This design comes from an exercise in tuning for small area on the open sky130 flow, not from production work. Function was checked by simulation only, so behaviour that the tests miss may differ from the original. No driver is modelled on the clock port, so clocking that relies on it looks cheaper here than on a real chip.

## top_book_vending
module top_book_vending(clk, sw9, sw8, sw7, sw6, sw5, sw4, sw3, sw2, sw1 , sw0, btn3, btn2, btn1, btn0 , seg5, seg4, seg3, seg2, seg1, seg0);
Size in the first run: ~600 cells after synthesis, about 41 flip-flops, ~57 I/O pins, roughly 3700 um2 of cells after synthesis.
==> flow/config.mk <==
export PLATFORM = sky130hd
export DESIGN_NAME = top_book_vending
export DESIGN_NICKNAME = top_book_vending
export VERILOG_FILES = /design/flow/design.v
export SDC_FILE = /design/flow/constraint.sdc
export NUM_CORES = 4
export LEC_CHECK = 0
export ABC_AREA = 1
export CAP_MARGIN = 20
export CORE_MARGIN = 2
export CORE_UTILIZATION = 60
export SLEW_MARGIN = 20
==> flow/constraint.sdc <==
create_clock -name core_clock -period 20.0 [get_ports {clk}]
set_input_delay 4.0000 -clock core_clock [delete_from_list [all_inputs] [get_ports {clk}]]
set_output_delay 4.0000 -clock core_clock [all_outputs]
set_load 0.01 [all_outputs]
standard.sh (not shown) runs the stock make flow with config.mk's settings and CLKGATE_MAP_FILE= SYNTH_SCRIPT=/design/flow/synth_recipe.tcl, a recipe that flattens the netlist after the stock synthesis.
==> flow/flow/run.sh <==
#!/bin/bash
# Own layout flow: the standard ORFS flow (standard.sh) with three changes that
# only change how the layout is made:
#  1. synthesis maps all the logic with a stronger ABC area script (flow/area.abc,
#     or flow/safe.abc if ABC fails on it); everything before that step,
#     registers and their names included, is the standard synthesis;
#  2. every input and output port is buffered with the smallest buffer (buf_1);
#  3. the clock tree uses no dummy loads, and its root buffer is downsized
#     after CTS (flow/post_cts.tcl).
# Each tool's output goes to a log file of its own in this folder and in orfs/logs.
set -euo pipefail
W=$(pwd)
F=$W/flow

# 1. synthesis: ORFS's synth.tcl with our ABC script in place of the area/speed one
# (ADDER_MAP_FILE empty: no full/half-adder cells are extracted before ABC, so ABC maps all the logic)
core() {
  sed 's#log_cmd abc {\*}$abc_args#log_cmd abc {*}[lreplace $abc_args 1 1 '"$F/$1"']#' \
      "$FLOW_HOME/scripts/synth.tcl" > "$W/own_synth_core.tcl"
  grep -q "$F/$1" "$W/own_synth_core.tcl"
}
core area.abc
sed 's#$::env(SCRIPTS_DIR)/synth.tcl#'"$W"'/own_synth_core.tcl#' "$W/synth_recipe.tcl" > "$W/own_synth.tcl"
grep -q own_synth_core "$W/own_synth.tcl"
sed 's#SYNTH_SCRIPT=[^ ]*#SYNTH_SCRIPT='"$W"'/own_synth.tcl ADDER_MAP_FILE=#' "$W/standard.sh" > "$W/own_standard.sh"
grep -q own_synth.tcl "$W/own_standard.sh"

# 2. and 3. through ORFS's own variables
export BUFFER_PORTS_ARGS="-buffer_cell sky130_fd_sc_hd__buf_1"
export POST_CTS_TCL="$F/post_cts.tcl"
export CTS_ARGS="-sink_clustering_enable -repair_clock_nets -dont_use_dummy_load -sink_clustering_size 50 -sink_clustering_max_diameter 300 -root_buf sky130_fd_sc_hd__clkbuf_8 -buf_list {sky130_fd_sc_hd__clkbuf_8 sky130_fd_sc_hd__clkbuf_16}"

if ! bash "$W/own_standard.sh" synth > "$W/flow_synth.log" 2>&1; then
  core safe.abc
  bash "$W/own_standard.sh" synth > "$W/flow_synth_safe.log" 2>&1
fi
bash "$W/own_standard.sh" finish > "$W/flow_make.log" 2>&1
==> flow/flow/area.abc <==
strash
&get -n
&deepsyn -J 100
&put
dch -f
amap
strash
&get -n
&deepsyn -J 100
&put
dch -f
amap
mfs3 -ae -H 6
mfs3 -ae -H 6
topo
==> flow/flow/post_cts.tcl <==
# After CTS: the root clock buffer only drives the few leaf clock buffers, so
# the smallest-but-one clock buffer is enough for it.
foreach inst [get_cells -filter "ref_name =~ sky130_fd_sc_hd__clkbuf_*"] {
  foreach pin [get_pins -of_objects $inst -filter "direction == input"] {
    set net [get_nets -of_objects $pin]
    if { $net ne "" && [get_full_name $net] eq "clk" } {
      puts "post_cts: root clock buffer [get_full_name $inst] -> sky130_fd_sc_hd__clkbuf_2"
      replace_cell $inst sky130_fd_sc_hd__clkbuf_2
    }
  }
}
==> flow/flow/safe.abc <==
strash
&get -n
&deepsyn -J 100
&put
dch -f
amap
strash
&get -n
&deepsyn -J 100
&put
dch -f
amap
topo
Change:
--- a/flow/flow/run.sh
+++ b/flow/flow/run.sh
@@ -4,3 +4,2 @@
-#  1. synthesis maps all the logic with a stronger ABC area script (flow/area.abc,
-#     or flow/safe.abc if ABC fails on it); everything before that step,
-#     registers and their names included, is the standard synthesis;
+#  1. synthesis maps all the logic with a stronger ABC area script (flow/area.abc);
+#     everything else in synthesis, registers included, is the standard synthesis;
@@ -8,2 +7 @@
-#  3. the clock tree uses no dummy loads, and its root buffer is downsized
-#     after CTS (flow/post_cts.tcl).
+#  3. the clock tree uses small clock buffers and no dummy loads.
@@ -16,7 +14,3 @@
-# (ADDER_MAP_FILE empty: no full/half-adder cells are extracted before ABC, so ABC maps all the logic)
-core() {
-  sed 's#log_cmd abc {\*}$abc_args#log_cmd abc {*}[lreplace $abc_args 1 1 '"$F/$1"']#' \
-      "$FLOW_HOME/scripts/synth.tcl" > "$W/own_synth_core.tcl"
-  grep -q "$F/$1" "$W/own_synth_core.tcl"
-}
-core area.abc
+sed 's#log_cmd abc {\*}$abc_args#log_cmd abc {*}[lreplace $abc_args 1 1 '"$F"'/area.abc]#' \
+    "$FLOW_HOME/scripts/synth.tcl" > "$W/own_synth_core.tcl"
+grep -q "$F/area.abc" "$W/own_synth_core.tcl"
@@ -24,0 +19 @@
+# (ADDER_MAP_FILE empty: no full/half-adder cells are extracted before ABC, so ABC maps all the logic)
@@ -30 +24,0 @@
-export POST_CTS_TCL="$F/post_cts.tcl"
@@ -33,4 +26,0 @@
-if ! bash "$W/own_standard.sh" synth > "$W/flow_synth.log" 2>&1; then
-  core safe.abc
-  bash "$W/own_standard.sh" synth > "$W/flow_synth_safe.log" 2>&1
-fi
--- a/flow/flow/area.abc
+++ b/flow/flow/area.abc
@@ -12,0 +13 @@
+mfs3 -aez -H 6
@@ -13,0 +15 @@
+mfs3 -aez -H 6
removed: flow/flow/post_cts.tcl
removed: flow/flow/safe.abc
What happened: The changed run ended with an error in 1_2_yosys.
Change:
==> flow/flow/area.abc (replaced) <==
strash
&get -n
&deepsyn -J 100
&put
dch -f
amap
strash
&get -n
&deepsyn -J 100
&put
dch -f
amap
topo
What happened: The changed run went through all stages and came out clean.
Change:
--- a/flow/flow/run.sh
+++ b/flow/flow/run.sh
@@ -4,2 +4,3 @@
-#  1. synthesis maps all the logic with a stronger ABC area script (flow/area.abc);
-#     everything else in synthesis, registers included, is the standard synthesis;
+#  1. synthesis maps all the logic with a stronger ABC area script (flow/area.abc,
+#     or flow/safe.abc if ABC fails on it); everything before that step,
+#     registers and their names included, is the standard synthesis;
@@ -7 +8 @@
-#  3. the clock tree uses small clock buffers and no dummy loads.
+#  3. the clock tree uses no dummy loads.
@@ -14,3 +15,7 @@
-sed 's#log_cmd abc {\*}$abc_args#log_cmd abc {*}[lreplace $abc_args 1 1 '"$F"'/area.abc]#' \
-    "$FLOW_HOME/scripts/synth.tcl" > "$W/own_synth_core.tcl"
-grep -q "$F/area.abc" "$W/own_synth_core.tcl"
+# (ADDER_MAP_FILE empty: no full/half-adder cells are extracted before ABC, so ABC maps all the logic)
+core() {
+  sed 's#log_cmd abc {\*}$abc_args#log_cmd abc {*}[lreplace $abc_args 1 1 '"$F/$1"']#' \
+      "$FLOW_HOME/scripts/synth.tcl" > "$W/own_synth_core.tcl"
+  grep -q "$F/$1" "$W/own_synth_core.tcl"
+}
+core area.abc
@@ -19 +23,0 @@
-# (ADDER_MAP_FILE empty: no full/half-adder cells are extracted before ABC, so ABC maps all the logic)
@@ -26,0 +31,4 @@
+if ! bash "$W/own_standard.sh" synth > "$W/flow_synth.log" 2>&1; then
+  core safe.abc
+  bash "$W/own_standard.sh" synth > "$W/flow_synth_safe.log" 2>&1
+fi
--- a/flow/flow/area.abc
+++ b/flow/flow/area.abc
@@ -12,0 +13,2 @@
+mfs3 -ae -H 6
+mfs3 -ae -H 6
==> flow/flow/safe.abc (new file) <==
strash
&get -n
&deepsyn -J 100
&put
dch -f
amap
strash
&get -n
&deepsyn -J 100
&put
dch -f
amap
topo
Core utilization fell by 0.40 points.
Via count falls by 3.9%.
Routed wire length drops by 3.1%.
Final cell count drops by 2.7%.

==> static timing again, ports no longer ideal <==
Ports are ideal in the flow. The routed layouts listed here were re-timed in OpenROAD.
Step 1 sets driving cells, clkbuf_16 on the clock port and buf_2 on the other inputs (assumed; they add their load-dependent delay and slew).
Step 2, shift: input delay + t, output delay - t, t = (earliest + latest rising clock arrival at the registers) / 2. This alone moves slack from input paths to output paths.
Slacks: no drivers / after step 1 / after step 2; pairs: no drivers / after step 1.
| run | t (ns) | setup slack, ns | clock arrival spread, ns | slew at the worst register clock pin (ns) |
|---|---|---|---|---|
| the first run | 0.415 | 11.737 / 11.737 / 11.737 | 0.034 / 0.034 | 0.10 / 0.10 |
| the third run | 0.328 | 11.529 / 11.529 / 11.529 | 0.020 / 0.019 | 0.09 / 0.09 |
| the fourth run | 0.326 | 11.746 / 11.746 / 11.746 | 0.033 / 0.032 | 0.10 / 0.10 |
After both steps setup and hold are still met in every run listed.
